Source: an optimization exercise on an open RTL-to-GDS flow (aim: small area, a short achievable clock period and few clock cycles per item). Production flows keep margins and buffers that such runs may drop. Only simulation tests tie the RTL to the original design; equivalence was not proved. Power figures rest on the tool's default switching activity, not on a simulated workload.

==> flow/design.v <==
module knn_sqrt_pipeline #(parameter data_with=32)(
    input  wire        clk,       
    input  wire        rst,       
    input  wire        en,        
    input  wire [32:0] data_in,   
    output reg  [16:0] data_out   
);
reg [34:0] rem [0:17];
reg [16:0] quo [0:17];
reg [33:0] rad [0:17];
reg [36:0] trial;
integer i;
always @(posedge clk) begin
    if (rst) begin
        for (i = 0; i <= 17; i = i + 1) begin
            rem[i] <= 0;
            quo[i] <= 0;
            rad[i] <= 0;
        end
        data_out <= 0;
    end else if (en) begin
        rem[0] <= 0;
        quo[0] <= 0;
        rad[0] <= {1'b0, data_in};
        for (i = 0; i < 17; i = i + 1) begin
            if (rem[i][34] == 0) begin   
                trial = {rem[i], rad[i][33:32]} - {18'b0, quo[i], 2'b01};
            end else begin                
                trial = {rem[i], rad[i][33:32]} + {18'b0, quo[i], 2'b11};
            end
            rem[i+1] <= trial[34:0];
            quo[i+1] <= {quo[i][15:0], ~trial[34]};
            rad[i+1] <= {rad[i][31:0], 2'b00};
        end
        data_out <= quo[17];
    end
end
endmodule
module knn_distance #(
	parameter data_with=32
)(
    input clk,
    input rst,
    input en,
    input [data_with-1:0] x_data_df,
    input [data_with-1:0] y_data_df,
    input [data_with-1:0] new_x_data_point,
    input [data_with-1:0] new_y_data_point,
    output reg [data_with-1:0] distance 
);
reg [data_with-1:0] dx_reg, dy_reg;        
reg [data_with*2-1:0] dx_sq, dy_sq;         
reg [data_with*2-1:0] sum_sq;               
wire [16:0] sqrt_out;                       
knn_sqrt_pipeline knn_sqrt_pipeline_inst(
    .clk(clk),
    .rst(rst),
    .en(en),
    .data_in(sum_sq[32:0]), 
    .data_out(sqrt_out)
);
always @(posedge clk) begin
    if (rst) begin
        dx_reg <= 0;
        dy_reg <= 0;
    end else if (en) begin
        dx_reg <= new_x_data_point - x_data_df;
        dy_reg <= new_y_data_point - y_data_df;
    end
end
always @(posedge clk) begin
    if (rst) begin
        dx_sq <= 0;
        dy_sq <= 0;
    end else if (en) begin
        dx_sq <= dx_reg * dx_reg;
        dy_sq <= dy_reg * dy_reg;
    end
end
always @(posedge clk) begin
    if (rst) begin
        sum_sq <= 0;
    end else if (en) begin
        sum_sq <= dx_sq + dy_sq;
    end
end
always @(posedge clk) begin
    if (rst) begin
        distance <= 0;
    end else if (en) begin
        distance <= {15'b0, sqrt_out};
    end
end
endmodule
module k_nn #( 
    parameter NUMBER_ELEMENTS = 6,
    parameter DATA_WIDTH = 32,
    parameter CLASS_WIDTH = 8
)(
    input  wire                     clk,
    input  wire                     rst,  
    output reg                      m_axis_tvalid,
    input  wire                     m_axis_tready,
    output reg  [DATA_WIDTH-1:0]    m_axis_tdata,
    output reg                      m_axis_tlast,
    input  wire                     s_axis_tvalid,
    output wire                     s_axis_tready,
    input  wire [DATA_WIDTH-1:0]    s_axis_tdata,
    input  wire                     s_axis_tlast,
    output reg  [DATA_WIDTH-1:0]    distance_result
);
    localparam LAT = 23;    
    function [DATA_WIDTH-1:0] ref_x (input [2:0] k);
        case (k)
            3'd0: ref_x = 5100;  3'd1: ref_x = 4900;  3'd2: ref_x = 4700;
            3'd3: ref_x = 7000;  3'd4: ref_x = 6400;  default: ref_x = 6900;
        endcase
    endfunction
    function [DATA_WIDTH-1:0] ref_y (input [2:0] k);
        case (k)
            3'd0: ref_y = 3500;  3'd1: ref_y = 3000;  3'd2: ref_y = 3200;
            3'd3: ref_y = 3200;  3'd4: ref_y = 3200;  default: ref_y = 3100;
        endcase
    endfunction
    function [CLASS_WIDTH-1:0] ref_class (input [2:0] k);
        ref_class = (k >= 3) ? 1 : 0;
    endfunction
    wire adv = !m_axis_tvalid || m_axis_tready;
    reg                  busy;
    reg [2:0]            idx;
    reg [DATA_WIDTH-1:0] new_x_data_point;
    reg [DATA_WIDTH-1:0] new_y_data_point;
    reg [DATA_WIDTH-1:0] x_data;
    reg [DATA_WIDTH-1:0] y_data;
    assign s_axis_tready = adv && (!busy || idx == NUMBER_ELEMENTS-1);
    always @(posedge clk) begin
        if (!rst) begin
            busy <= 0;
            idx  <= 0;
        end else if (adv) begin
            if (s_axis_tvalid && s_axis_tready) begin
                busy <= 1;
                idx  <= 0;
                new_x_data_point <= {{(DATA_WIDTH-16){1'b0}}, s_axis_tdata[15:0]};
                new_y_data_point <= {{(DATA_WIDTH-16){1'b0}}, s_axis_tdata[31:16]};
            end else if (busy) begin
                if (idx == NUMBER_ELEMENTS-1)
                    busy <= 0;
                else
                    idx <= idx + 1;
            end
        end
    end
    always @(*) begin
        x_data = ref_x(idx);
        y_data = ref_y(idx);
    end
    reg [LAT-1:0] tag_v;
    reg [2:0]     tag_i [0:LAT-1];
    integer k;
    always @(posedge clk) begin
        if (!rst) begin
            tag_v <= 0;
        end else if (adv) begin
            tag_v <= {tag_v[LAT-2:0], busy};
        end
    end
    always @(posedge clk) begin
        if (adv) begin
            tag_i[0] <= idx;
            for (k = 1; k < LAT; k = k + 1)
                tag_i[k] <= tag_i[k-1];
        end
    end
    wire [DATA_WIDTH-1:0] distance_result_parallel;
    knn_distance dist_calc (
        .clk(clk),
        .rst(~rst),
        .en(adv),
        .new_x_data_point(new_x_data_point),
        .new_y_data_point(new_y_data_point),
        .x_data_df(x_data),
        .y_data_df(y_data),
        .distance(distance_result_parallel)
    );
    wire                  p_valid = tag_v[LAT-1];
    wire [2:0]            p_idx   = tag_i[LAT-1];
    wire [16:0]           p_dist  = distance_result_parallel[16:0];
    reg  [16:0]           nd0, nd1, nd2;
    reg  [CLASS_WIDTH-1:0] nc0, nc1, nc2;
    reg  [16:0]           td0, td1, td2;
    reg  [CLASS_WIDTH-1:0] tc0, tc1, tc2;
    reg  [CLASS_WIDTH-1:0] p_class;
    reg  [CLASS_WIDTH-1:0] vote;
    always @(*) begin
        p_class = ref_class(p_idx);
        if (p_idx == 0) begin
            td0 = 17'h1ffff; td1 = 17'h1ffff; td2 = 17'h1ffff;
            tc0 = 0; tc1 = 0; tc2 = 0;
        end else begin
            td0 = nd0; td1 = nd1; td2 = nd2;
            tc0 = nc0; tc1 = nc1; tc2 = nc2;
        end
        if (p_dist < td0 || p_idx == 0) begin
            td2 = td1; tc2 = tc1;
            td1 = td0; tc1 = tc0;
            td0 = p_dist; tc0 = p_class;
        end else if (p_dist < td1 || p_idx == 1) begin
            td2 = td1; tc2 = tc1;
            td1 = p_dist; tc1 = p_class;
        end else if (p_dist < td2 || p_idx == 2) begin
            td2 = p_dist; tc2 = p_class;
        end
        if (tc0 == tc1 || tc0 == tc2)
            vote = tc0;
        else if (tc1 == tc2)
            vote = tc1;
        else
            vote = tc0;
    end
    always @(posedge clk) begin
        if (adv && p_valid) begin
            nd0 <= td0; nd1 <= td1; nd2 <= td2;
            nc0 <= tc0; nc1 <= tc1; nc2 <= tc2;
        end
    end
    always @(posedge clk) begin
        if (!rst) begin
            m_axis_tvalid <= 0;
        end else if (adv) begin
            m_axis_tvalid <= p_valid;
        end
    end
    always @(posedge clk) begin
        if (adv && p_valid) begin
            m_axis_tdata <= {{(DATA_WIDTH-17){1'b0}}, p_dist};
            m_axis_tlast <= (p_idx == NUMBER_ELEMENTS-1);
            if (p_idx == NUMBER_ELEMENTS-1)
                distance_result <= {vote, {(DATA_WIDTH-CLASS_WIDTH-17){1'b0}}, td0};
        end
    end
endmodule
==> flow/run.sh <==
#!/bin/bash
# synth_recipe.tcl (not shown) runs the flow's synth.tcl, then flattens the netlist and writes it again
# the make line also repeats each setting of config.mk as NAME=value (left out here)
make -C /OpenROAD-flow-scripts/flow DESIGN_CONFIG=/design/flow/config.mk WORK_HOME=/design/flow/orfs CLKGATE_MAP_FILE= SYNTH_SCRIPT=/design/flow/synth_recipe.tcl finish
==> flow/config.mk <==
export PLATFORM = sky130hd
export DESIGN_NAME = k_nn
export DESIGN_NICKNAME = k_nn
export VERILOG_FILES = /design/flow/design.v
export SDC_FILE = /design/flow/constraint.sdc
export NUM_CORES = 4
export LEC_CHECK = 0
export CAP_MARGIN = 20
export CORE_MARGIN = 2
export CORE_UTILIZATION = 40
export SLEW_MARGIN = 20
==> flow/constraint.sdc <==
create_clock -name core_clock -period 9.0 [get_ports {clk}]
set_input_delay 1.8000 -clock core_clock [delete_from_list [all_inputs] [get_ports {clk}]]
set_output_delay 1.8000 -clock core_clock [all_outputs]
set_load 0.01 [all_outputs]
==> key figures <==
Floorplan
  • Top Ports: 104
  • Die width: 494 um
  • Die area: 0.244 sq mm
  • Initial cell density of the core: 40.3%
  • Cell Rows: 179
  • Core ar.: 0.238 sq mm
  • Die Ht: 494 um

Place
  • Placed Cells: 14100
  • Port-buffer cells: 80
  • Post-DP HPWL: 164000 um
  • GPL Wtd Cong: 0.880
  • Placed inst area: 0.0996 sq mm

Synth
  • Mux share of post-synthesis cell area: 0.541%
  • Cell area after synthesis: 0.0959 sq mm
  • Yosys reg bits: 1352
  • Post-Synth Adder-Cell Area: 24.5%
  • Synth Area per Inst: 8.52 sq um
  • Largest family of logic cells by synthesized area: adder cells
  • Compound-Gate Fraction of Synth Area: 16.6%
  • Post-synth EDFFs: 219
  • Cell taking the most area after synthesis: dfxtp_1
  • Area share of the largest cell type after synthesis: 23.7%
  • Netlist cell types: 96
  • Post-Synthesis Cells: 11300
  • Synth Area in XOR/XNOR: 6.02%
  • Largest cells by area after synthesis: dfxtp_1 24%, fa_1 13%, ha_1 11%, nand2_1 8.2%, edfxtp_1 6.9%
  • Ys Warns: 7
  • Post-Synth Simple-Gate Area: 15.4%
  • Sequential cell area fraction in the yosys report: 30.5%
  • Primary FF master, synth: dfxtp_1
  • Async S/R FF share, synth: 0%

Status
  • Status: no timing/DRC/antenna violations

Setup path
  • Critical path class: reg -> reg
  • Worst setup SP type: flop
  • Worst setup EP type: flop
  • Required time worst endpoint: 9.66 ns
  • Arr. time, crit path: 9.00 ns
  • Crit Path Max Fanout: 15

Finish
  • Area grow syn2layout: 9.47%
  • Biggest registers after layout: dist_calc.knn_sqrt_pipeline_inst.rem x482, dist_calc.knn_sqrt_pipeline_inst.rad x305, dist_calc.knn_sqrt_pipeline_inst.quo x153
  • Final Non-Filler Cells: 14400
  • Commonest non-fill, non-tap cell in the layout: nand2_1
  • Largest register FFs: 482
  • Commonest cells after routing, fill and taps aside: 2104 x nand2_1, 1244 x a21oi_1, 1133 x dfxtp_1
  • Final non-filler cell area: 0.105 sq mm
  • Top reg by flops: dist_calc.knn_sqrt_pipeline_inst.rem
  • Share of cells above drive strength 1: 3.79%
  • Nets@finish: 12600
  • Fillers: 23300

Global route
  • Grt total ovfl: 0
  • Gr usage total: 18.4%
  • First-pass GRT wire length: 377000 um
  • Vias in the first global route: 73700
  • Antenna violations before repair: 5
  • Largest net degree at the start of global routing: 217

Clock tree
  • Latest clock arrival within the worst-skew pair: 0.86 ns
  • # clock sinks: 1352
  • Cts bufs inserted: 154
  • Clk slew on worst S/H paths: 0.06 ns
  • Max Root-Sink Buffers: 3
  • CTS tree: yes
  • Root buf cell: clkbuf_16
  • Max H-tree Level: 4
  • Setup bufs post-CTS: 0
  • CTS Hold Buffers Added: 0
  • Post-cts sizing count: 0

Timing
  • Final slew viol count: 0
  • RSZ-0062 raised after global routing: no
  • Min Hold Slack: 0.386 ns
  • Max_slew headroom: 27.1%
  • Final setup viols: 0
  • Hold Violations, Final: 0
  • Period Utilization, post-route: 92.6%
  • Setup Skew: 0.0624 ns
  • Max Clk Rate: 120 MHz
  • Min Clock Period, post-route: 8.34 ns
  • Actual slew at the worst max-slew pin: 1.09 ns
  • Fin Setup TNS: 0 ns

Route
  • Pre-Repair DR Iteration Count: 6
  • Vias: 73800
  • Vias per cell: 5.13
  • Iteration-0 DRC count of the detailed router: 4349
  • Wire length per cell: 15.7 um
  • DRC: 0
  • ANT nets after route: 0
  • Final WL: 226000 um

Pwr
  • Total power: 34.1 mW
  • Lkg Pwr: 45.8 nW
  • Pwr Density: 325 mW/mm^2
  • Worst VDD drop: 0.000167 V

Hold path
  • Hold Crit Class: reg -> reg

Run
  • MaxCap Viol Count: 0
==> Yosys cell counts (114+ instances only) <==
| cell type | number |
|---|---|
| nand2_1 | 2105 |
| a21oi_1 | 1245 |
| dfxtp_1 | 1133 |
| inv_1 | 1126 |
| ha_1 | 848 |
| fa_1 | 643 |
| nor2_1 | 510 |
| xnor2_1 | 479 |
| o21ai_0 | 451 |
| clkbuf_1 | 442 |
| a21o_1 | 245 |
| edfxtp_1 | 219 |
| xor2_1 | 180 |
| and2_1 | 160 |
| nand3_1 | 159 |
| a211oi_1 | 128 |
| o21a_1 | 114 |
==> metal layers <==
| layer | routed length (um) | up-vias | track usage (%) |
|---|---|---|---|
| met5 | 0 | - | 0 |
| met4 | 5810 | 0 | 5.27 |
| met3 | 8560 | 291 | 2.35 |
| met2 | 103000 | 1194 | 30.3 |
| met1 | 109000 | 35100 | 25.3 |
| li1 | - | 37200 | - |
==> kinds of logic (layout without fill, tap and decap cells) <==
family,Yosys count,count (layout)
other,1,23
and+or+nand+nor,3440,3440
DFF,1352,1352
AOI/OAI and AO/OA,2638,2638
adders and majority gates,1491,1491
buffers and inverters,1635,1568
muxes,45,45
xor gates and xnor gates,659,659
==> report_power, final <==
part	internal [mW]	switching, mW	total, mW
Sequential	7.38	0.855	8.24
Clock	3.88	2.72	6.59
Combinational	8.56	10.7	19.3
==> final cells by class <==
class,instances,area [sq um],area share (%)
inverter,1128,4250,4.05
clock buffer,209,4320,4.12
timing repair buffer,163,1550,1.47
multi-input combinational,8295,60500,57.7
clock inverter,68,1090,1.04
antenna,1,2.50,0.00238
tap,3167,3960,3.77
sequential,1352,29300,27.9
==> final timing paths <==
kind,start,cells past startpoint,slack (ns),end
hold reg to reg,tag_i[10][2],0,0.39,tag_i[11][2]
setup reg to reg,dist_calc.dy_reg[7],25,0.66,dist_calc.dy_sq[32]
hold / removal,tag_i[10][2],0,0.39,tag_i[11][2]
setup / recovery,dist_calc.dy_reg[7],25,0.66,dist_calc.dy_sq[32]
==> through the flow <==
step           worst slack (ns)  util [%]
6_report                  0.665      44.1
5_1_grt                   0.186      44.1
4_1_cts                   0.675      44.1
3_5_place_dp              0.693      41.8
3_3_place_gp              0.796      41.8
2_1_floorplan              1.41         -
==> worst max-delay path, cell delays in order, from the launching register on <==
cell,delay (ns)
dfxtp_1,0.77
and2_1,0.29
fa_1,0.46
fa_1,0.52
inv_1,0.05
fa_1,0.47
fa_1,0.49
inv_1,0.04
ha_1,0.28
ha_1,0.32
fa_1,0.53
inv_1,0.05
fa_1,0.53
inv_1,0.04
ha_1,0.36
a21o_1,0.21
a2111oi_0,0.63
nand2_1,0.12
a31oi_1,0.26
o31ai_1,0.20
nor3_1,0.40
o21ai_0,0.34
a211oi_1,0.37
o41a_1,0.21
xnor2_1,0.12
o21ai_0,0.10
Testbench counts, summed over its fixed seeds: cycles 7,880, queries 1,280.

re-timing with driven ports:
In the flow no input, the clock included, has a driving cell. The finished layout below was timed again as built, in two steps.
Step 1 sets driving cells, clkbuf_16 on the clock port and buf_2 on the other inputs (assumed; they add their load-dependent delay and slew).
Step 2 also shifts input and output timing later by t, the mid clock arrival at the registers, as if the neighbouring blocks saw the same clock.
Slacks: ideal / step 1 / step 2; pairs: ideal / step 1.
t (ns): 0.915
slack for setup (ns): 0.665 / 0.665 / 0.665
latest minus earliest clock arrival (ns): 0.088 / 0.087
worst slew at a driven data input, ns: 0.05
After both steps this run still meets setup and hold. For this run, drivers alone change the setup slack by 0.000 ns; drivers and shift together by 0.000 ns.
